Source: an optimization exercise on an open RTL-to-GDS flow (aim: small area and a short achievable clock period). Production flows keep margins and buffers that such runs may drop.
Function not checked in this run: the RTL went through the layout flow alone.
Power figures rest on the tool's default switching activity, not on a simulated workload.

==> flow/design.v <==
module alu16bit (
  input clk,
  input reset,
  input [2:0] operation,
  input [15:0] operand_A,
  input [15:0] operand_B,
  output reg [31:0] result,
  output reg carry_flag,
  output reg zero_flag
);
  wire [15:0] a = operand_A;
  wire [15:0] b = operand_B;
  wire is_add = ~reset & (operation == 3'd0);
  wire is_sub = ~reset & (operation == 3'd1);
  wire is_mul = ~reset & (operation == 3'd2);
  wire [15:0] m = is_mul ? b : {15'd0, is_add | is_sub};
  reg [15:0] cv;
  always @(*) begin
    if (reset) cv = 16'd0;
    else
    case (operation)
      3'd0: cv = b;
      3'd1: cv = ~b;
      3'd3: cv = a & b;
      3'd4: cv = a | b;
      3'd5: cv = ~(a & b);
      3'd6: cv = ~(a | b);
      3'd7: cv = a ^ b;
      default: cv = 16'd0;
    endcase
  end
  wire cin = is_sub;
  wire [15:0] cvn = ~cv;
  wire is_sub_n = ~is_sub;
  wire [15:0] an = ~a;
  wire [3:0] ism;
  wire [15:0] mn;
  dmul ud0 (operation, reset, ism[0]);
  dmul ud1 (operation, reset, ism[1]);
  dmul ud2 (operation, reset, ism[2]);
  dmul ud3 (operation, reset, ism[3]);
  a21oi um0 (b[0], ism[0], is_add | is_sub, mn[0]);
  nand2 um1 (b[1], ism[0], mn[1]);
  nand2 um2 (b[2], ism[0], mn[2]);
  nand2 um3 (b[3], ism[0], mn[3]);
  nand2 um4 (b[4], ism[1], mn[4]);
  nand2 um5 (b[5], ism[1], mn[5]);
  nand2 um6 (b[6], ism[1], mn[6]);
  nand2 um7 (b[7], ism[1], mn[7]);
  nand2 um8 (b[8], ism[2], mn[8]);
  nand2 um9 (b[9], ism[2], mn[9]);
  nand2 um10 (b[10], ism[2], mn[10]);
  nand2 um11 (b[11], ism[2], mn[11]);
  nand2 um12 (b[12], ism[3], mn[12]);
  nand2 um13 (b[13], ism[3], mn[13]);
  nand2 um14 (b[14], ism[3], mn[14]);
  nand2 um15 (b[15], ism[3], mn[15]);
  wire p1;
  nor2 up1 (an[0], mn[0], p1);
  wire p2;
  nor2 up2 (an[1], mn[0], p2);
  wire p3;
  nor2 up3 (an[2], mn[0], p3);
  wire p4;
  nor2 up4 (an[3], mn[0], p4);
  wire p5;
  nor2 up5 (an[4], mn[0], p5);
  wire p6;
  nor2 up6 (an[5], mn[0], p6);
  wire p7;
  nor2 up7 (an[6], mn[0], p7);
  wire p8;
  nor2 up8 (an[7], mn[0], p8);
  wire p9;
  nor2 up9 (an[8], mn[0], p9);
  wire p10;
  nor2 up10 (an[9], mn[0], p10);
  wire p11;
  nor2 up11 (an[10], mn[0], p11);
  wire p12;
  nor2 up12 (an[11], mn[0], p12);
  wire p13;
  nor2 up13 (an[12], mn[0], p13);
  wire p14;
  nor2 up14 (an[13], mn[0], p14);
  wire p15;
  nor2 up15 (an[14], mn[0], p15);
  wire p16;
  nor2 up16 (an[15], mn[0], p16);
  wire p17;
  o21ai up17 (an[0], mn[1], cvn[1], p17);
  wire p18;
  o21ai up18 (an[1], mn[1], cvn[2], p18);
  wire p19;
  o21ai up19 (an[2], mn[1], cvn[3], p19);
  wire p20;
  o21ai up20 (an[3], mn[1], cvn[4], p20);
  wire p21;
  o21ai up21 (an[4], mn[1], cvn[5], p21);
  wire p22;
  o21ai up22 (an[5], mn[1], cvn[6], p22);
  wire p23;
  o21ai up23 (an[6], mn[1], cvn[7], p23);
  wire p24;
  o21ai up24 (an[7], mn[1], cvn[8], p24);
  wire p25;
  o21ai up25 (an[8], mn[1], cvn[9], p25);
  wire p26;
  o21ai up26 (an[9], mn[1], cvn[10], p26);
  wire p27;
  o21ai up27 (an[10], mn[1], cvn[11], p27);
  wire p28;
  o21ai up28 (an[11], mn[1], cvn[12], p28);
  wire p29;
  o21ai up29 (an[12], mn[1], cvn[13], p29);
  wire p30;
  o21ai up30 (an[13], mn[1], cvn[14], p30);
  wire p31;
  o21ai up31 (an[14], mn[1], cvn[15], p31);
  wire p32;
  nor2 up32 (an[15], mn[1], p32);
  wire p33;
  nor2 up33 (an[0], mn[2], p33);
  wire p34;
  nor2 up34 (an[1], mn[2], p34);
  wire p35;
  nor2 up35 (an[2], mn[2], p35);
  wire p36;
  nor2 up36 (an[3], mn[2], p36);
  wire p37;
  nor2 up37 (an[4], mn[2], p37);
  wire p38;
  nor2 up38 (an[5], mn[2], p38);
  wire p39;
  nor2 up39 (an[6], mn[2], p39);
  wire p40;
  nor2 up40 (an[7], mn[2], p40);
  wire p41;
  nor2 up41 (an[8], mn[2], p41);
  wire p42;
  nor2 up42 (an[9], mn[2], p42);
  wire p43;
  nor2 up43 (an[10], mn[2], p43);
  wire p44;
  nor2 up44 (an[11], mn[2], p44);
  wire p45;
  nor2 up45 (an[12], mn[2], p45);
  wire p46;
  nor2 up46 (an[13], mn[2], p46);
  wire p47;
  nor2 up47 (an[14], mn[2], p47);
  wire p48;
  nor2 up48 (an[15], mn[2], p48);
  wire p49;
  nor2 up49 (an[0], mn[3], p49);
  wire p50;
  nor2 up50 (an[1], mn[3], p50);
  wire p51;
  nor2 up51 (an[2], mn[3], p51);
  wire p52;
  nor2 up52 (an[3], mn[3], p52);
  wire p53;
  nor2 up53 (an[4], mn[3], p53);
  wire p54;
  nor2 up54 (an[5], mn[3], p54);
  wire p55;
  nor2 up55 (an[6], mn[3], p55);
  wire p56;
  nor2 up56 (an[7], mn[3], p56);
  wire p57;
  nor2 up57 (an[8], mn[3], p57);
  wire p58;
  nor2 up58 (an[9], mn[3], p58);
  wire p59;
  nor2 up59 (an[10], mn[3], p59);
  wire p60;
  nor2 up60 (an[11], mn[3], p60);
  wire p61;
  nor2 up61 (an[12], mn[3], p61);
  wire p62;
  nor2 up62 (an[13], mn[3], p62);
  wire p63;
  nor2 up63 (an[14], mn[3], p63);
  wire p64;
  nor2 up64 (an[15], mn[3], p64);
  wire p65;
  nor2 up65 (an[0], mn[4], p65);
  wire p66;
  nor2 up66 (an[1], mn[4], p66);
  wire p67;
  nor2 up67 (an[2], mn[4], p67);
  wire p68;
  nor2 up68 (an[3], mn[4], p68);
  wire p69;
  nor2 up69 (an[4], mn[4], p69);
  wire p70;
  nor2 up70 (an[5], mn[4], p70);
  wire p71;
  nor2 up71 (an[6], mn[4], p71);
  wire p72;
  nor2 up72 (an[7], mn[4], p72);
  wire p73;
  nor2 up73 (an[8], mn[4], p73);
  wire p74;
  nor2 up74 (an[9], mn[4], p74);
  wire p75;
  nor2 up75 (an[10], mn[4], p75);
  wire p76;
  nor2 up76 (an[11], mn[4], p76);
  wire p77;
  nor2 up77 (an[12], mn[4], p77);
  wire p78;
  nor2 up78 (an[13], mn[4], p78);
  wire p79;
  nor2 up79 (an[14], mn[4], p79);
  wire p80;
  nor2 up80 (an[15], mn[4], p80);
  wire p81;
  nor2 up81 (an[0], mn[5], p81);
  wire p82;
  nor2 up82 (an[1], mn[5], p82);
  wire p83;
  nor2 up83 (an[2], mn[5], p83);
  wire p84;
  nor2 up84 (an[3], mn[5], p84);
  wire p85;
  nor2 up85 (an[4], mn[5], p85);
  wire p86;
  nor2 up86 (an[5], mn[5], p86);
  wire p87;
  nor2 up87 (an[6], mn[5], p87);
  wire p88;
  nor2 up88 (an[7], mn[5], p88);
  wire p89;
  nor2 up89 (an[8], mn[5], p89);
  wire p90;
  nor2 up90 (an[9], mn[5], p90);
  wire p91;
  nor2 up91 (an[10], mn[5], p91);
  wire p92;
  nor2 up92 (an[11], mn[5], p92);
  wire p93;
  nor2 up93 (an[12], mn[5], p93);
  wire p94;
  nor2 up94 (an[13], mn[5], p94);
  wire p95;
  nor2 up95 (an[14], mn[5], p95);
  wire p96;
  nor2 up96 (an[15], mn[5], p96);
  wire p97;
  nor2 up97 (an[0], mn[6], p97);
  wire p98;
  nor2 up98 (an[1], mn[6], p98);
  wire p99;
  nor2 up99 (an[2], mn[6], p99);
  wire p100;
  nor2 up100 (an[3], mn[6], p100);
  wire p101;
  nor2 up101 (an[4], mn[6], p101);
  wire p102;
  nor2 up102 (an[5], mn[6], p102);
  wire p103;
  nor2 up103 (an[6], mn[6], p103);
  wire p104;
  nor2 up104 (an[7], mn[6], p104);
  wire p105;
  nor2 up105 (an[8], mn[6], p105);
  wire p106;
  nor2 up106 (an[9], mn[6], p106);
  wire p107;
  nor2 up107 (an[10], mn[6], p107);
  wire p108;
  nor2 up108 (an[11], mn[6], p108);
  wire p109;
  nor2 up109 (an[12], mn[6], p109);
  wire p110;
  nor2 up110 (an[13], mn[6], p110);
  wire p111;
  nor2 up111 (an[14], mn[6], p111);
  wire p112;
  nor2 up112 (an[15], mn[6], p112);
  wire p113;
  nor2 up113 (an[0], mn[7], p113);
  wire p114;
  nor2 up114 (an[1], mn[7], p114);
  wire p115;
  nor2 up115 (an[2], mn[7], p115);
  wire p116;
  nor2 up116 (an[3], mn[7], p116);
  wire p117;
  nor2 up117 (an[4], mn[7], p117);
  wire p118;
  nor2 up118 (an[5], mn[7], p118);
  wire p119;
  nor2 up119 (an[6], mn[7], p119);
  wire p120;
  nor2 up120 (an[7], mn[7], p120);
  wire p121;
  nor2 up121 (an[8], mn[7], p121);
  wire p122;
  nor2 up122 (an[9], mn[7], p122);
  wire p123;
  nor2 up123 (an[10], mn[7], p123);
  wire p124;
  nor2 up124 (an[11], mn[7], p124);
  wire p125;
  nor2 up125 (an[12], mn[7], p125);
  wire p126;
  nor2 up126 (an[13], mn[7], p126);
  wire p127;
  nor2 up127 (an[14], mn[7], p127);
  wire p128;
  nor2 up128 (an[15], mn[7], p128);
  wire p129;
  nor2 up129 (an[0], mn[8], p129);
  wire p130;
  nor2 up130 (an[1], mn[8], p130);
  wire p131;
  nor2 up131 (an[2], mn[8], p131);
  wire p132;
  nor2 up132 (an[3], mn[8], p132);
  wire p133;
  nor2 up133 (an[4], mn[8], p133);
  wire p134;
  nor2 up134 (an[5], mn[8], p134);
  wire p135;
  nor2 up135 (an[6], mn[8], p135);
  wire p136;
  nor2 up136 (an[7], mn[8], p136);
  wire p137;
  nor2 up137 (an[8], mn[8], p137);
  wire p138;
  nor2 up138 (an[9], mn[8], p138);
  wire p139;
  nor2 up139 (an[10], mn[8], p139);
  wire p140;
  nor2 up140 (an[11], mn[8], p140);
  wire p141;
  nor2 up141 (an[12], mn[8], p141);
  wire p142;
  nor2 up142 (an[13], mn[8], p142);
  wire p143;
  nor2 up143 (an[14], mn[8], p143);
  wire p144;
  nor2 up144 (an[15], mn[8], p144);
  wire p145;
  nor2 up145 (an[0], mn[9], p145);
  wire p146;
  nor2 up146 (an[1], mn[9], p146);
  wire p147;
  nor2 up147 (an[2], mn[9], p147);
  wire p148;
  nor2 up148 (an[3], mn[9], p148);
  wire p149;
  nor2 up149 (an[4], mn[9], p149);
  wire p150;
  nor2 up150 (an[5], mn[9], p150);
  wire p151;
  nor2 up151 (an[6], mn[9], p151);
  wire p152;
  nor2 up152 (an[7], mn[9], p152);
  wire p153;
  nor2 up153 (an[8], mn[9], p153);
  wire p154;
  nor2 up154 (an[9], mn[9], p154);
  wire p155;
  nor2 up155 (an[10], mn[9], p155);
  wire p156;
  nor2 up156 (an[11], mn[9], p156);
  wire p157;
  nor2 up157 (an[12], mn[9], p157);
  wire p158;
  nor2 up158 (an[13], mn[9], p158);
  wire p159;
  nor2 up159 (an[14], mn[9], p159);
  wire p160;
  nor2 up160 (an[15], mn[9], p160);
  wire p161;
  nor2 up161 (an[0], mn[10], p161);
  wire p162;
  nor2 up162 (an[1], mn[10], p162);
  wire p163;
  nor2 up163 (an[2], mn[10], p163);
  wire p164;
  nor2 up164 (an[3], mn[10], p164);
  wire p165;
  nor2 up165 (an[4], mn[10], p165);
  wire p166;
  nor2 up166 (an[5], mn[10], p166);
  wire p167;
  nor2 up167 (an[6], mn[10], p167);
  wire p168;
  nor2 up168 (an[7], mn[10], p168);
  wire p169;
  nor2 up169 (an[8], mn[10], p169);
  wire p170;
  nor2 up170 (an[9], mn[10], p170);
  wire p171;
  nor2 up171 (an[10], mn[10], p171);
  wire p172;
  nor2 up172 (an[11], mn[10], p172);
  wire p173;
  nor2 up173 (an[12], mn[10], p173);
  wire p174;
  nor2 up174 (an[13], mn[10], p174);
  wire p175;
  nor2 up175 (an[14], mn[10], p175);
  wire p176;
  nor2 up176 (an[15], mn[10], p176);
  wire p177;
  nor2 up177 (an[0], mn[11], p177);
  wire p178;
  nor2 up178 (an[1], mn[11], p178);
  wire p179;
  nor2 up179 (an[2], mn[11], p179);
  wire p180;
  nor2 up180 (an[3], mn[11], p180);
  wire p181;
  nor2 up181 (an[4], mn[11], p181);
  wire p182;
  nor2 up182 (an[5], mn[11], p182);
  wire p183;
  nor2 up183 (an[6], mn[11], p183);
  wire p184;
  nor2 up184 (an[7], mn[11], p184);
  wire p185;
  nor2 up185 (an[8], mn[11], p185);
  wire p186;
  nor2 up186 (an[9], mn[11], p186);
  wire p187;
  nor2 up187 (an[10], mn[11], p187);
  wire p188;
  nor2 up188 (an[11], mn[11], p188);
  wire p189;
  nor2 up189 (an[12], mn[11], p189);
  wire p190;
  nor2 up190 (an[13], mn[11], p190);
  wire p191;
  nor2 up191 (an[14], mn[11], p191);
  wire p192;
  nor2 up192 (an[15], mn[11], p192);
  wire p193;
  nor2 up193 (an[0], mn[12], p193);
  wire p194;
  nor2 up194 (an[1], mn[12], p194);
  wire p195;
  nor2 up195 (an[2], mn[12], p195);
  wire p196;
  nor2 up196 (an[3], mn[12], p196);
  wire p197;
  nor2 up197 (an[4], mn[12], p197);
  wire p198;
  nor2 up198 (an[5], mn[12], p198);
  wire p199;
  nor2 up199 (an[6], mn[12], p199);
  wire p200;
  nor2 up200 (an[7], mn[12], p200);
  wire p201;
  nor2 up201 (an[8], mn[12], p201);
  wire p202;
  nor2 up202 (an[9], mn[12], p202);
  wire p203;
  nor2 up203 (an[10], mn[12], p203);
  wire p204;
  nor2 up204 (an[11], mn[12], p204);
  wire p205;
  nor2 up205 (an[12], mn[12], p205);
  wire p206;
  nor2 up206 (an[13], mn[12], p206);
  wire p207;
  nor2 up207 (an[14], mn[12], p207);
  wire p208;
  nor2 up208 (an[15], mn[12], p208);
  wire p209;
  nor2 up209 (an[0], mn[13], p209);
  wire p210;
  nor2 up210 (an[1], mn[13], p210);
  wire p211;
  nor2 up211 (an[2], mn[13], p211);
  wire p212;
  nor2 up212 (an[3], mn[13], p212);
  wire p213;
  nor2 up213 (an[4], mn[13], p213);
  wire p214;
  nor2 up214 (an[5], mn[13], p214);
  wire p215;
  nor2 up215 (an[6], mn[13], p215);
  wire p216;
  nor2 up216 (an[7], mn[13], p216);
  wire p217;
  nor2 up217 (an[8], mn[13], p217);
  wire p218;
  nor2 up218 (an[9], mn[13], p218);
  wire p219;
  nor2 up219 (an[10], mn[13], p219);
  wire p220;
  nor2 up220 (an[11], mn[13], p220);
  wire p221;
  nor2 up221 (an[12], mn[13], p221);
  wire p222;
  nor2 up222 (an[13], mn[13], p222);
  wire p223;
  nor2 up223 (an[14], mn[13], p223);
  wire p224;
  nor2 up224 (an[15], mn[13], p224);
  wire p225;
  nor2 up225 (an[0], mn[14], p225);
  wire p226;
  nor2 up226 (an[1], mn[14], p226);
  wire p227;
  nor2 up227 (an[2], mn[14], p227);
  wire p228;
  nor2 up228 (an[3], mn[14], p228);
  wire p229;
  nor2 up229 (an[4], mn[14], p229);
  wire p230;
  nor2 up230 (an[5], mn[14], p230);
  wire p231;
  nor2 up231 (an[6], mn[14], p231);
  wire p232;
  nor2 up232 (an[7], mn[14], p232);
  wire p233;
  nor2 up233 (an[8], mn[14], p233);
  wire p234;
  nor2 up234 (an[9], mn[14], p234);
  wire p235;
  nor2 up235 (an[10], mn[14], p235);
  wire p236;
  nor2 up236 (an[11], mn[14], p236);
  wire p237;
  nor2 up237 (an[12], mn[14], p237);
  wire p238;
  nor2 up238 (an[13], mn[14], p238);
  wire p239;
  nor2 up239 (an[14], mn[14], p239);
  wire p240;
  nor2 up240 (an[15], mn[14], p240);
  wire p241;
  nor2 up241 (an[0], mn[15], p241);
  wire p242;
  o21ai up242 (an[1], mn[15], is_sub_n, p242);
  wire p243;
  o21ai up243 (an[2], mn[15], is_sub_n, p243);
  wire p244;
  o21ai up244 (an[3], mn[15], is_sub_n, p244);
  wire p245;
  o21ai up245 (an[4], mn[15], is_sub_n, p245);
  wire p246;
  o21ai up246 (an[5], mn[15], is_sub_n, p246);
  wire p247;
  o21ai up247 (an[6], mn[15], is_sub_n, p247);
  wire p248;
  o21ai up248 (an[7], mn[15], is_sub_n, p248);
  wire p249;
  o21ai up249 (an[8], mn[15], is_sub_n, p249);
  wire p250;
  o21ai up250 (an[9], mn[15], is_sub_n, p250);
  wire p251;
  o21ai up251 (an[10], mn[15], is_sub_n, p251);
  wire p252;
  o21ai up252 (an[11], mn[15], is_sub_n, p252);
  wire p253;
  o21ai up253 (an[12], mn[15], is_sub_n, p253);
  wire p254;
  o21ai up254 (an[13], mn[15], is_sub_n, p254);
  wire p255;
  o21ai up255 (an[14], mn[15], is_sub_n, p255);
  wire p256;
  o21ai up256 (an[15], mn[15], is_sub_n, p256);
  wire n257, n258;
  ha un257 (p14, p44, n257, n258);
  wire n259, n260;
  fa un259 (p15, p45, p60, n259, n260);
  wire n261, n262;
  ha un261 (p75, p90, n261, n262);
  wire n263, n264;
  fa un263 (p16, p46, p61, n263, n264);
  wire n265, n266;
  fa un265 (p76, p91, p106, n265, n266);
  wire n267, n268;
  ha un267 (p121, p136, n267, n268);
  wire n269, n270;
  fa un269 (p32, p47, p62, n269, n270);
  wire n271, n272;
  fa un271 (p77, p92, p107, n271, n272);
  wire n273, n274;
  ha un273 (p122, p137, n273, n274);
  wire n275, n276;
  fa un275 (p48, p63, p78, n275, n276);
  wire n277, n278;
  fa un277 (p93, p108, p123, n277, n278);
  wire n279, n280;
  fa un279 (p64, p79, p94, n279, n280);
  wire n281, n282;
  ha un281 (p10, p40, n281, n282);
  wire n283, n284;
  fa un283 (p11, p41, p56, n283, n284);
  wire n285, n286;
  ha un285 (p71, p86, n285, n286);
  wire n287, n288;
  fa un287 (p12, p42, p57, n287, n288);
  wire n289, n290;
  fa un289 (p72, p87, p102, n289, n290);
  wire n291, n292;
  ha un291 (p117, p132, n291, n292);
  wire n293, n294;
  fa un293 (p13, p43, p58, n293, n294);
  wire n295, n296;
  fa un295 (p73, p88, p103, n295, n296);
  wire n297, n298;
  fa un297 (p118, p133, p148, n297, n298);
  wire n299, n300;
  ha un299 (p163, p178, n299, n300);
  wire n301, n302;
  fa un301 (p59, p74, p89, n301, n302);
  wire n303, n304;
  fa un303 (p104, p119, p134, n303, n304);
  wire n305, n306;
  fa un305 (p149, p164, p179, n305, n306);
  wire n307, n308;
  fa un307 (p194, p209, p29, n307, n308);
  wire n309, n310;
  fa un309 (p105, p120, p135, n309, n310);
  wire n311, n312;
  fa un311 (p150, p165, p180, n311, n312);
  wire n313, n314;
  fa un313 (p195, p210, p225, n313, n314);
  wire n315, n316;
  fa un315 (p30, n258, n261, n315, n316);
  wire n317, n318;
  fa un317 (p151, p166, p181, n317, n318);
  wire n319, n320;
  fa un319 (p196, p211, p226, n319, n320);
  wire n321, n322;
  fa un321 (p241, p31, n262, n321, n322);
  wire n323, n324;
  fa un323 (n267, n260, n263, n323, n324);
  wire n325, n326;
  fa un325 (p152, p167, p182, n325, n326);
  wire n327, n328;
  fa un327 (p197, p212, p227, n327, n328);
  wire n329, n330;
  fa un329 (p242, n268, n273, n329, n330);
  wire n331, n332;
  fa un331 (n264, n266, n269, n331, n332);
  wire n333, n334;
  fa un333 (p138, p153, p168, n333, n334);
  wire n335, n336;
  fa un335 (p183, p198, p213, n335, n336);
  wire n337, n338;
  fa un337 (p228, p243, n274, n337, n338);
  wire n339, n340;
  fa un339 (n270, n272, n275, n339, n340);
  wire n341, n342;
  fa un341 (p109, p124, p139, n341, n342);
  wire n343, n344;
  fa un343 (p154, p169, p184, n343, n344);
  wire n345, n346;
  fa un345 (p199, p214, p229, n345, n346);
  wire n347, n348;
  fa un347 (p244, n276, n278, n347, n348);
  wire n349, n350;
  fa un349 (p80, p95, p110, n349, n350);
  wire n351, n352;
  fa un351 (p125, p140, p155, n351, n352);
  wire n353, n354;
  fa un353 (p170, p185, p200, n353, n354);
  wire n355, n356;
  fa un355 (p215, p230, p245, n355, n356);
  wire n357, n358;
  fa un357 (p96, p111, p126, n357, n358);
  wire n359, n360;
  fa un359 (p141, p156, p171, n359, n360);
  wire n361, n362;
  fa un361 (p186, p201, p216, n361, n362);
  wire n363, n364;
  fa un363 (p112, p127, p142, n363, n364);
  wire n365, n366;
  fa un365 (p157, p172, p187, n365, n366);
  wire n367, n368;
  fa un367 (p128, p143, p158, n367, n368);
  wire n369, n370;
  ha un369 (p7, p37, n369, n370);
  wire n371, n372;
  fa un371 (p8, p38, p53, n371, n372);
  wire n373, n374;
  ha un373 (p68, p83, n373, n374);
  wire n375, n376;
  fa un375 (p9, p39, p54, n375, n376);
  wire n377, n378;
  fa un377 (p69, p84, p99, n377, n378);
  wire n379, n380;
  ha un379 (p114, p129, n379, n380);
  wire n381, n382;
  fa un381 (p55, p70, p85, n381, n382);
  wire n383, n384;
  fa un383 (p100, p115, p130, n383, n384);
  wire n385, n386;
  fa un385 (p145, p25, n281, n385, n386);
  wire n387, n388;
  fa un387 (p101, p116, p131, n387, n388);
  wire n389, n390;
  fa un389 (p146, p161, p26, n389, n390);
  wire n391, n392;
  fa un391 (n282, n285, n283, n391, n392);
  wire n393, n394;
  fa un393 (p147, p162, p177, n393, n394);
  wire n395, n396;
  fa un395 (p27, n286, n291, n395, n396);
  wire n397, n398;
  fa un397 (n284, n287, n289, n397, n398);
  wire n399, n400;
  fa un399 (p193, p28, n292, n399, n400);
  wire n401, n402;
  fa un401 (n299, n288, n290, n401, n402);
  wire n403, n404;
  fa un403 (n293, n295, n297, n403, n404);
  wire n405, n406;
  fa un405 (n300, n257, n294, n405, n406);
  wire n407, n408;
  fa un407 (n296, n298, n301, n407, n408);
  wire n409, n410;
  fa un409 (n303, n305, n307, n409, n410);
  wire n411, n412;
  fa un411 (n302, n304, n306, n411, n412);
  wire n413, n414;
  fa un413 (n308, n259, n309, n413, n414);
  wire n415, n416;
  fa un415 (n311, n313, n315, n415, n416);
  wire n417, n418;
  fa un417 (n310, n312, n314, n417, n418);
  wire n419, n420;
  fa un419 (n265, n317, n319, n419, n420);
  wire n421, n422;
  fa un421 (n316, n321, n323, n421, n422);
  wire n423, n424;
  fa un423 (n318, n320, n271, n423, n424);
  wire n425, n426;
  fa un425 (n325, n327, n322, n425, n426);
  wire n427, n428;
  fa un427 (n329, n324, n331, n427, n428);
  wire n429, n430;
  fa un429 (n326, n328, n277, n429, n430);
  wire n431, n432;
  fa un431 (n333, n335, n330, n431, n432);
  wire n433, n434;
  fa un433 (n337, n332, n339, n433, n434);
  wire n435, n436;
  fa un435 (n334, n336, n279, n435, n436);
  wire n437, n438;
  fa un437 (n341, n343, n345, n437, n438);
  wire n439, n440;
  fa un439 (n338, n340, n347, n439, n440);
  wire n441, n442;
  fa un441 (n342, n344, n346, n441, n442);
  wire n443, n444;
  fa un443 (n280, n349, n351, n443, n444);
  wire n445, n446;
  fa un445 (n353, n355, n348, n445, n446);
  wire n447, n448;
  fa un447 (p231, p246, n350, n447, n448);
  wire n449, n450;
  fa un449 (n352, n354, n356, n449, n450);
  wire n451, n452;
  fa un451 (n357, n359, n361, n451, n452);
  wire n453, n454;
  fa un453 (p202, p217, p232, n453, n454);
  wire n455, n456;
  fa un455 (p247, n358, n360, n455, n456);
  wire n457, n458;
  fa un457 (n362, n363, n365, n457, n458);
  wire n459, n460;
  fa un459 (p173, p188, p203, n459, n460);
  wire n461, n462;
  fa un461 (p218, p233, p248, n461, n462);
  wire n463, n464;
  fa un463 (n364, n366, n367, n463, n464);
  wire n465, n466;
  fa un465 (p144, p159, p174, n465, n466);
  wire n467, n468;
  fa un467 (p189, p204, p219, n467, n468);
  wire n469, n470;
  fa un469 (p234, p249, n368, n469, n470);
  wire n471, n472;
  fa un471 (p160, p175, p190, n471, n472);
  wire n473, n474;
  fa un473 (p205, p220, p235, n473, n474);
  wire n475, n476;
  fa un475 (p176, p191, p206, n475, n476);
  wire n477, n478;
  ha un477 (p5, p35, n477, n478);
  wire n479, n480;
  fa un479 (p6, p36, p51, n479, n480);
  wire n481, n482;
  ha un481 (p66, p81, n481, n482);
  wire n483, n484;
  fa un483 (p52, p67, p82, n483, n484);
  wire n485, n486;
  fa un485 (p97, p22, n369, n485, n486);
  wire n487, n488;
  fa un487 (p98, p113, p23, n487, n488);
  wire n489, n490;
  fa un489 (n370, n373, n371, n489, n490);
  wire n491, n492;
  fa un491 (p24, n374, n379, n491, n492);
  wire n493, n494;
  fa un493 (n372, n375, n377, n493, n494);
  wire n495, n496;
  fa un495 (n380, n376, n378, n495, n496);
  wire n497, n498;
  fa un497 (n381, n383, n385, n497, n498);
  wire n499, n500;
  fa un499 (n382, n384, n387, n499, n500);
  wire n501, n502;
  fa un501 (n389, n386, n391, n501, n502);
  wire n503, n504;
  fa un503 (n388, n390, n393, n503, n504);
  wire n505, n506;
  fa un505 (n395, n392, n397, n505, n506);
  wire n507, n508;
  fa un507 (n394, n396, n399, n507, n508);
  wire n509, n510;
  fa un509 (n398, n401, n403, n509, n510);
  wire n511, n512;
  fa un511 (n400, n402, n404, n511, n512);
  wire n513, n514;
  fa un513 (n405, n407, n409, n513, n514);
  wire n515, n516;
  fa un515 (n406, n408, n411, n515, n516);
  wire n517, n518;
  fa un517 (n410, n413, n415, n517, n518);
  wire n519, n520;
  fa un519 (n412, n414, n417, n519, n520);
  wire n521, n522;
  fa un521 (n419, n416, n421, n521, n522);
  wire n523, n524;
  fa un523 (n418, n420, n423, n523, n524);
  wire n525, n526;
  fa un525 (n425, n422, n427, n525, n526);
  wire n527, n528;
  fa un527 (n424, n429, n426, n527, n528);
  wire n529, n530;
  fa un529 (n431, n428, n433, n529, n530);
  wire n531, n532;
  fa un531 (n430, n435, n437, n531, n532);
  wire n533, n534;
  fa un533 (n432, n434, n439, n533, n534);
  wire n535, n536;
  fa un535 (n436, n438, n441, n535, n536);
  wire n537, n538;
  fa un537 (n443, n445, n440, n537, n538);
  wire n539, n540;
  fa un539 (n442, n444, n447, n539, n540);
  wire n541, n542;
  fa un541 (n449, n451, n446, n541, n542);
  wire n543, n544;
  fa un543 (n453, n448, n450, n543, n544);
  wire n545, n546;
  fa un545 (n452, n455, n457, n545, n546);
  wire n547, n548;
  fa un547 (n454, n459, n461, n547, n548);
  wire n549, n550;
  fa un549 (n456, n458, n463, n549, n550);
  wire n551, n552;
  fa un551 (n460, n462, n465, n551, n552);
  wire n553, n554;
  fa un553 (n467, n464, n469, n553, n554);
  wire n555, n556;
  fa un555 (p250, n466, n468, n555, n556);
  wire n557, n558;
  fa un557 (n471, n473, n470, n557, n558);
  wire n559, n560;
  fa un559 (p221, p236, p251, n559, n560);
  wire n561, n562;
  fa un561 (n472, n474, n475, n561, n562);
  wire n563, n564;
  fa un563 (p192, p207, p222, n563, n564);
  wire n565, n566;
  fa un565 (p237, p252, n476, n565, n566);
  wire n567, n568;
  fa un567 (p208, p223, p238, n567, n568);
  wire n569, n570;
  ha un569 (p4, p34, n569, n570);
  wire n571, n572;
  fa un571 (p50, p65, p20, n571, n572);
  wire n573, n574;
  fa un573 (p21, n478, n481, n573, n574);
  wire n575, n576;
  fa un575 (n482, n480, n483, n575, n576);
  wire n577, n578;
  fa un577 (n484, n487, n486, n577, n578);
  wire n579, n580;
  fa un579 (n488, n491, n490, n579, n580);
  wire n581, n582;
  fa un581 (n492, n494, n495, n581, n582);
  wire n583, n584;
  fa un583 (n496, n499, n498, n583, n584);
  wire n585, n586;
  fa un585 (n500, n503, n502, n585, n586);
  wire n587, n588;
  fa un587 (n504, n507, n506, n587, n588);
  wire n589, n590;
  fa un589 (n508, n510, n511, n589, n590);
  wire n591, n592;
  fa un591 (n512, n515, n514, n591, n592);
  wire n593, n594;
  fa un593 (n516, n519, n518, n593, n594);
  wire n595, n596;
  fa un595 (n520, n523, n522, n595, n596);
  wire n597, n598;
  fa un597 (n524, n527, n526, n597, n598);
  wire n599, n600;
  fa un599 (n528, n531, n533, n599, n600);
  wire n601, n602;
  fa un601 (n532, n535, n534, n601, n602);
  wire n603, n604;
  fa un603 (n536, n539, n538, n603, n604);
  wire n605, n606;
  fa un605 (n540, n543, n545, n605, n606);
  wire n607, n608;
  fa un607 (n547, n544, n546, n607, n608);
  wire n609, n610;
  fa un609 (n548, n551, n550, n609, n610);
  wire n611, n612;
  fa un611 (n552, n555, n557, n611, n612);
  wire n613, n614;
  fa un613 (n559, n556, n561, n613, n614);
  wire n615, n616;
  fa un615 (n560, n563, n562, n615, n616);
  wire n617, n618;
  fa un617 (p253, n564, n567, n617, n618);
  wire n619, n620;
  fa un619 (p224, p239, p254, n619, n620);
  wire n621, n622;
  ha un621 (p3, p33, n621, n622);
  wire n623, n624;
  fa un623 (p49, p19, n569, n623, n624);
  wire n625, n626;
  fa un625 (n570, n477, n571, n625, n626);
  wire n627, n628;
  fa un627 (n572, n479, n573, n627, n628);
  wire n629, n630;
  fa un629 (n574, n485, n575, n629, n630);
  wire n631, n632;
  fa un631 (n576, n489, n577, n631, n632);
  wire n633, n634;
  fa un633 (n493, n578, n579, n633, n634);
  wire n635, n636;
  fa un635 (n497, n580, n581, n635, n636);
  wire n637, n638;
  fa un637 (n582, n501, n583, n637, n638);
  wire n639, n640;
  fa un639 (n505, n584, n585, n639, n640);
  wire n641, n642;
  fa un641 (n509, n586, n587, n641, n642);
  wire n643, n644;
  fa un643 (n513, n588, n589, n643, n644);
  wire n645, n646;
  fa un645 (n517, n590, n591, n645, n646);
  wire n647, n648;
  fa un647 (n592, n521, n593, n647, n648);
  wire n649, n650;
  fa un649 (n525, n594, n595, n649, n650);
  wire n651, n652;
  fa un651 (n529, n596, n597, n651, n652);
  wire n653, n654;
  fa un653 (n530, n598, n599, n653, n654);
  wire n655, n656;
  fa un655 (n537, n600, n601, n655, n656);
  wire n657, n658;
  fa un657 (n541, n602, n603, n657, n658);
  wire n659, n660;
  fa un659 (n542, n605, n604, n659, n660);
  wire n661, n662;
  fa un661 (n549, n607, n606, n661, n662);
  wire n663, n664;
  fa un663 (n553, n608, n609, n663, n664);
  wire n665, n666;
  fa un665 (n554, n610, n611, n665, n666);
  wire n667, n668;
  fa un667 (n558, n613, n612, n667, n668);
  wire n669, n670;
  fa un669 (n565, n614, n615, n669, n670);
  wire n671, n672;
  fa un671 (n566, n617, n616, n671, n672);
  wire n673, n674;
  fa un673 (n568, n619, n618, n673, n674);
  wire n675, n676;
  fa un675 (p240, p255, n620, n675, n676);
  wire n677, n678;
  fa un677 (cin, p1, cv[0], n677, n678);
  wire n679, n680;
  fa un679 (p2, p17, n678, n679, n680);
  wire n681, n682;
  fa un681 (p18, n621, n680, n681, n682);
  wire n683, n684;
  fa un683 (n622, n623, n682, n683, n684);
  wire n685, n686;
  fa un685 (n624, n625, n684, n685, n686);
  wire n687, n688;
  fa un687 (n626, n627, n686, n687, n688);
  wire n689, n690;
  ha un689 (n628, n629, n689, n690);
  wire n691, n692;
  ha un691 (n630, n631, n691, n692);
  wire n693, n694;
  ha un693 (n632, n633, n693, n694);
  wire n695, n696;
  ha un695 (n634, n635, n695, n696);
  wire n697, n698;
  ha un697 (n636, n637, n697, n698);
  wire n699, n700;
  ha un699 (n638, n639, n699, n700);
  wire n701, n702;
  ha un701 (n640, n641, n701, n702);
  wire n703, n704;
  ha un703 (n642, n643, n703, n704);
  wire n705, n706;
  ha un705 (n644, n645, n705, n706);
  wire n707, n708;
  ha un707 (n646, n647, n707, n708);
  wire n709, n710;
  ha un709 (n648, n649, n709, n710);
  wire n711, n712;
  ha un711 (n650, n651, n711, n712);
  wire n713, n714;
  ha un713 (n652, n653, n713, n714);
  wire n715, n716;
  ha un715 (n654, n655, n715, n716);
  wire n717, n718;
  ha un717 (n656, n657, n717, n718);
  wire n719, n720;
  ha un719 (n658, n659, n719, n720);
  wire n721, n722;
  ha un721 (n660, n661, n721, n722);
  wire n723, n724;
  ha un723 (n662, n663, n723, n724);
  wire n725, n726;
  ha un725 (n664, n665, n725, n726);
  wire n727, n728;
  ha un727 (n666, n667, n727, n728);
  wire n729, n730;
  ha un729 (n668, n669, n729, n730);
  wire n731, n732;
  ha un731 (n670, n671, n731, n732);
  wire n733, n734;
  ha un733 (n672, n673, n733, n734);
  wire n735, n736;
  ha un735 (n674, n675, n735, n736);
  wire n737, n738;
  ha un737 (n676, p256, n737, n738);
  wire n739 = ~((n689 & n688) | n690);
  wire n740 = ~((n693 & n692) | n694);
  wire n741 = ~(n693 & n691);
  wire n742 = ~((n697 & n696) | n698);
  wire n743 = ~(n697 & n695);
  wire n744 = ~((n701 & n700) | n702);
  wire n745 = ~(n701 & n699);
  wire n746 = ~((n705 & n704) | n706);
  wire n747 = ~(n705 & n703);
  wire n748 = ~((n709 & n708) | n710);
  wire n749 = ~(n709 & n707);
  wire n750 = ~((n713 & n712) | n714);
  wire n751 = ~(n713 & n711);
  wire n752 = ~((n717 & n716) | n718);
  wire n753 = ~(n717 & n715);
  wire n754 = ~((n721 & n720) | n722);
  wire n755 = ~(n721 & n719);
  wire n756 = ~((n725 & n724) | n726);
  wire n757 = ~(n725 & n723);
  wire n758 = ~((n729 & n728) | n730);
  wire n759 = ~(n729 & n727);
  wire n760 = ~((n733 & n732) | n734);
  wire n761 = ~(n733 & n731);
  wire n762 = ~((n737 & n736) | n738);
  wire n763 = ~(n737 & n735);
  wire n764 = ~((n741 | n739) & n740);
  wire n765 = ~((n745 | n742) & n744);
  wire n766 = ~(n745 | n743);
  wire n767 = ~((n749 | n746) & n748);
  wire n768 = ~(n749 | n747);
  wire n769 = ~((n753 | n750) & n752);
  wire n770 = ~(n753 | n751);
  wire n771 = ~((n757 | n754) & n756);
  wire n772 = ~(n757 | n755);
  wire n773 = ~((n761 | n758) & n760);
  wire n774 = ~(n761 | n759);
  wire n775 = ~((n766 & n764) | n765);
  wire n776 = ~((n770 & n767) | n769);
  wire n777 = ~(n770 & n768);
  wire n778 = ~((n774 & n771) | n773);
  wire n779 = ~(n774 & n772);
  wire n780 = ~((n777 | n775) & n776);
  wire n781 = ~n780;
  wire n782 = ~((n779 | n781) & n778);
  wire n783 = ~n775;
  wire n784 = ~((n768 & n783) | n767);
  wire n785 = ~((n772 & n780) | n771);
  wire n786 = ~n764;
  wire n787 = ~((n743 | n786) & n742);
  wire n788 = ~((n747 | n775) & n746);
  wire n789 = ~((n751 | n784) & n750);
  wire n790 = ~n780;
  wire n791 = ~((n755 | n790) & n754);
  wire n792 = ~((n759 | n785) & n758);
  wire n793 = ~n782;
  wire n794 = ~((n763 | n793) & n762);
  wire n795 = ~n739;
  wire n796 = ~((n691 & n795) | n692);
  wire n797 = ~((n695 & n764) | n696);
  wire n798 = ~((n699 & n787) | n700);
  wire n799 = ~n775;
  wire n800 = ~((n703 & n799) | n704);
  wire n801 = ~((n707 & n788) | n708);
  wire n802 = ~n784;
  wire n803 = ~((n711 & n802) | n712);
  wire n804 = ~((n715 & n789) | n716);
  wire n805 = ~((n719 & n780) | n720);
  wire n806 = ~((n723 & n791) | n724);
  wire n807 = ~n785;
  wire n808 = ~((n727 & n807) | n728);
  wire n809 = ~((n731 & n792) | n732);
  wire n810 = ~((n735 & n782) | n736);
  wire n811 = ~((is_sub & n794) | 1'b0);
  wire n812, n813;
  ha un812 (n689, n688, n812, n813);
  wire n814, n815;
  ha un814 (n691, n739, n814, n815);
  wire n816 = ~n814;
  wire n817, n818;
  ha un817 (n693, n796, n817, n818);
  wire n819 = ~n817;
  wire n820, n821;
  ha un820 (n695, n764, n820, n821);
  wire n822, n823;
  ha un822 (n697, n797, n822, n823);
  wire n824 = ~n822;
  wire n825, n826;
  ha un825 (n699, n787, n825, n826);
  wire n827, n828;
  ha un827 (n701, n798, n827, n828);
  wire n829 = ~n827;
  wire n830, n831;
  ha un830 (n703, n775, n830, n831);
  wire n832 = ~n830;
  wire n833, n834;
  ha un833 (n705, n800, n833, n834);
  wire n835 = ~n833;
  wire n836, n837;
  ha un836 (n707, n788, n836, n837);
  wire n838, n839;
  ha un838 (n709, n801, n838, n839);
  wire n840 = ~n838;
  wire n841, n842;
  ha un841 (n711, n784, n841, n842);
  wire n843 = ~n841;
  wire n844, n845;
  ha un844 (n713, n803, n844, n845);
  wire n846 = ~n844;
  wire n847, n848;
  ha un847 (n715, n789, n847, n848);
  wire n849, n850;
  ha un849 (n717, n804, n849, n850);
  wire n851 = ~n849;
  wire n852, n853;
  ha un852 (n719, n780, n852, n853);
  wire n854, n855;
  ha un854 (n721, n805, n854, n855);
  wire n856 = ~n854;
  wire n857, n858;
  ha un857 (n723, n791, n857, n858);
  wire n859, n860;
  ha un859 (n725, n806, n859, n860);
  wire n861 = ~n859;
  wire n862, n863;
  ha un862 (n727, n785, n862, n863);
  wire n864 = ~n862;
  wire n865, n866;
  ha un865 (n729, n808, n865, n866);
  wire n867 = ~n865;
  wire n868, n869;
  ha un868 (n731, n792, n868, n869);
  wire n870, n871;
  ha un870 (n733, n809, n870, n871);
  wire n872 = ~n870;
  wire n873, n874;
  ha un873 (n735, n782, n873, n874);
  wire n875, n876;
  ha un875 (n737, n810, n875, n876);
  wire n877 = ~n875;
  wire n878, n879;
  ha un878 (is_sub, n794, n878, n879);
  wire [31:0] s = {n878, n877, n873, n872, n868, n867, n864, n861, n857, n856, n852, n851, n847, n846, n843, n840, n836, n835, n832, n829, n825, n824, n820, n819, n816, n812, n687, n685, n683, n681, n679, n677};
  wire borrow = is_sub & s[16];
  wire zero_lo = (s[15:0] == 16'd0);
  wire zero_mul = (a == 16'd0) | (b == 16'd0);
  wire [31:0] r = s;
  wire z = ~reset & (is_mul ? zero_mul : zero_lo);
  always @(posedge clk) begin
    result     <= r;
    carry_flag <= borrow;
    zero_flag  <= z;
  end
endmodule
module fa (input a, input b, input c, output s, output co);
  assign s = a ^ b ^ c;
  assign co = (a & b) | (a & c) | (b & c);
endmodule
module ha (input a, input b, output s, output co);
  assign s = a ^ b;
  assign co = a & b;
endmodule
module nand2 (input a, input b, output y);
  assign y = ~(a & b);
endmodule
module nor2 (input a, input b, output y);
  assign y = ~(a | b);
endmodule
module dmul (input [2:0] op, input rst, output y);
  assign y = ~rst & (op == 3'd2);
endmodule
module a21oi (input a, input b, input c, output y);
  assign y = ~((a & b) | c);
endmodule
module o21ai (input a, input b, input c, output y);
  assign y = ~((a | b) & c);
endmodule
==> flow/flow/run.sh <==
#!/bin/bash
# The standard layout, with the port buffers made of plain buffers (sky130
# buf_1, which the resizer may upsize) instead of the delay-cell buffers that
# buffer_ports picks by default.
set -euo pipefail
export BUFFER_PORTS_ARGS="-buffer_cell sky130_fd_sc_hd__buf_1"
bash standard.sh > standard.log 2>&1
==> flow/standard.sh <==
#!/bin/bash
# synth_recipe.tcl (not shown) runs the flow's synth.tcl, then flattens the netlist and writes it again
# the make line also repeats each setting of config.mk as NAME=value (left out here)
make -C /OpenROAD-flow-scripts/flow DESIGN_CONFIG=/design/flow/config.mk WORK_HOME=/design/flow/orfs CLKGATE_MAP_FILE= SYNTH_SCRIPT=/design/flow/synth_recipe.tcl "${@:-finish}"
==> flow/config.mk <==
export PLATFORM = sky130hd
export DESIGN_NAME = alu16bit
export DESIGN_NICKNAME = alu16bit
export VERILOG_FILES = /design/flow/design.v
export SDC_FILE = /design/flow/constraint.sdc
export NUM_CORES = 4
export LEC_CHECK = 0
export ABC_AREA = 1
export CAP_MARGIN = 20
export CORE_MARGIN = 2
export CORE_UTILIZATION = 40
export GPL_TIMING_DRIVEN = 0
export SLEW_MARGIN = 20
export SYNTH_HIERARCHICAL = 1
==> flow/constraint.sdc <==
create_clock -name core_clock -period 7.2 [get_ports {clk}]
set_input_delay 1.4400 -clock core_clock [delete_from_list [all_inputs] [get_ports {clk}]]
set_output_delay 1.4400 -clock core_clock [all_outputs]
set_load 0.01 [all_outputs]
==> notes.md <==
Clk pin slew, worst setup/hold paths - 0.06 ns
CTS HTree Levels - 2
Fin crit period - 6.927 ns
Non-filler cells, final - 1307
Synthesized area - 8760 um^2
Critical Path RT - 7.39 ns
CTS Buf Count - 5
Synth area leader - fa_1
HP Class - input pin to register
Post-layout power - 0.9005 mW
Crit-path max FO - 18
Row cnt - 54
Global-route wire length before repair - 39.16 mm
# fillers - 2140
Layout cells sized above 1 - 7.011%
Distinct cells, synth - 37
Critical Path Start Type - input pin
Sink Count - 34
Final count of hold timing violations - 0
Net count reported at finish - 1362
Final Max Slew Viols - 0
Seq/Total Area, Yosys - 7.770%
Worst Setup End Kind - register
Final wirelength - 24.59 mm
Port-buffer cells - 70
Antenna Cells - 0
Area Growth Syn to Fin - 10.27%
GP Congestion - 0.8940
Worst-margin pin slew - 0.9266 ns
Critical Path AT - 7.12 ns
DRT antenna net count - 0
Violation count after the first detailed-routing iteration - 540
Root Driver - clkbuf_16
Fmax - 144.4 MHz
Final setup violation count - 0
Vias - 7102
Die footprint - 23100 um^2
Max-Slew Margin vs Limit - 38.16%
CTS tree - done
Initial antenna violation count - 0
Post-layout util - 44.54%
Hold_ws - 1.840 ns
Dpl ws - -0.3153 ns
Most frequent cells in the layout - 239 x nor2_1, 201 x fa_1, 109 x inv_1
Placed cells - 1294
Multi-input logic area - 7677 um^2
RSZ-0062 raised after global routing - false
GR Util All Layers - 21.50%
Number of global-route vias before repair - 7201
Post-Synthesis Cells - 944
First-pass DRT Iterations - 5
Gr ovfl total - 0
Commonest non-fill, non-tap cell in the layout - nor2_1
Post-synth EDFFs - 0
Max cap viols - 0
IO Pins - 71
Top cells by area, synth - fa_1 46%, ha_1 14%, nor2_1 10%
Status - timing/DRC/antenna clean
Die W - 152.0 um
Crit Path Class - input pin to register
PnR worst setup slack - 0.2732 ns
Static Leak - 5.241 nW
Synth warn - 7
Worst IR Drop VDD - 0.06861 mV
Initial Util - 40.39%
Synth Register Bits - 34
Die Ht - 152.0 um
FF+latch area - 680.7 um^2
Vias/cell - 5.434
CTS max path bufs - 2
Share of the synthesized area in the top cell type - 45.94%
CORE AREA - 21690 um^2
DP HPWL - 18.20 mm
Syn_nets - 1280
Tcrit/Tclk final - 96.20%
Largest net degree at the start of global routing - 19
PD cells - 93.23 nW/um^2
Ys flop type - dfxtp_1
DRC viols - 0
Syn_area_per_cell - 9.279 um^2
Async set-reset flop share out of synthesis - 0%
WL/cell - 18.81 um
==> kinds of logic (layout without fill, tap and decap cells) <==
kind of cell	Yosys count	in the layout	synth area share (%)
AND/OR/NAND/NOR	366	366	17.64
multiplexers	1	1	0.1143
buffers and inverters	122	205	5.499
AO/OA/AOI/OAI	122	122	9.041
adder cells (fa/ha/maj)	299	299	59.93
flip-flops	34	34	7.770
==> final timing paths <==
kind	slack [ns]	endpoint	start	cells past startpoint
max	0.27	result[31]$_DFF_P_	operand_A[14]	26
min	1.84	result[31]$_DFF_P_	reset	3
==> report_power, final <==
group          switching, mW  total, mW  internal (mW)  leakage, nW
Combinational          0.264      0.405          0.141         4.88
Sequential           0.00920      0.235          0.226        0.282
Clock                 0.0989      0.261          0.162       0.0836
==> cell usage after synthesis (2+ instances only) <==
library cell  count
a211oi_1          2
a21oi_1          17
a21oi_2           5
a21oi_4           2
a31o_2            2
buf_4             4
dfxtp_1          34
fa_1            201
ha_1             98
inv_1           110
inv_2             5
nand2_1          78
nand2_2          11
nand2_4           8
nand3_1           7
nand4_1           9
nor2_1          241
nor3_1            3
nor4_1            5
o211ai_1         13
o21ai_0           5
o21ai_1          30
o22ai_1          27
o31ai_1          14
==> critical path, stage by stage <==
cell and delay, ns:
buf_1 0.10, inv_1 0.49, ha_1 0.34, inv_1 0.06, o22ai_1 0.08, o41ai_1 0.52
o21ai_1 0.19, fa_1 0.48, fa_1 0.54, fa_1 0.40, fa_1 0.52, fa_1 0.42
ha_1 0.32, nand2_1 0.08, inv_1 0.07, nand2_1 0.09, nand2_2 0.08, a21oi_4 0.15
nand2_4 0.10, nand2_4 0.07, nand2_4 0.06, nand2_4 0.08, nand2_4 0.05, nand2_2 0.08
nand2_2 0.05, ha_1 0.26
==> timing repair <==
item,4_1_cts,5_1_grt
endpoints found under the setup margin,0,15
buffers inserted,0,5
gates resized for setup,0,23
hold buffers,0,0
==> Yosys stat by module (local to each module, per instance) <==
module	times used	cell area, um^2	flip-flops and latches
ha	66	12.51	0
dmul	4	22.52	0
nand2	15	3.754	0
alu16bit	1	2756	34
fa	201	20.02	0
nor2	226	3.754	0
o21ai	30	5.005	0
a21oi	1	8.758	0
==> metal layers <==
layer	up-vias	track usage (%)	routed length (um)	share of wire, %
met4	0	6.275	466	1.9
met5	-	0	0	0
li1	3169	-	-	-
met1	3608	29.77	10360	42
met3	42	3.052	1539	6.3
met2	283	35.35	12220	50
==> metrics by stage <==
stage                     cell area [um^2]  setup TNS [ns]
after floorplan                       8760               0
after global placement                9373          -1.672
after detailed placement              9373          -2.197
after CTS                             9538               0
after global routing                  9659               0
final                                 9659               0
==> flip-flops by register name, indices dropped and copies added, names as in the netlist <==
register    count
zero_flag       1
carry_flag      1
result         32
==> area by class of cell <==
class	instances	share of cell area (%)
multi-input cells	788	79.48
inverters	115	4.508
plain buffers	7	0.5181
flip-flops and latches	34	7.047
repair buffers	75	3.109
clock inverters	3	0.4145
clock buffers	5	1.295
well taps	280	3.627

afterwards: timing with drivers on the ports:
The flow's constraints put no driver on any port. The routed layout listed below was extracted and timed again, unchanged, in two steps.
Step 1: set_driving_cell puts a clkbuf_16 on clk and a buf_2 on each other input, an assumption about the parent block.
Step 2 also shifts input and output timing later by t, the mid clock arrival at the registers, as if the neighbouring blocks saw the same clock.
Three values: no drivers, after step 1, after step 2; two values: the first two.
shift t [ns]: 0.346
setup WS [ns]: 0.273 / 0.301 / -0.045
latest minus earliest clock arrival (ns): 0.007 / 0.008
With both steps, setup timing fails in this run, where it was met with ideal ports. The setup slack of this run moves by +0.028 ns with the drivers and by -0.318 ns with both steps.
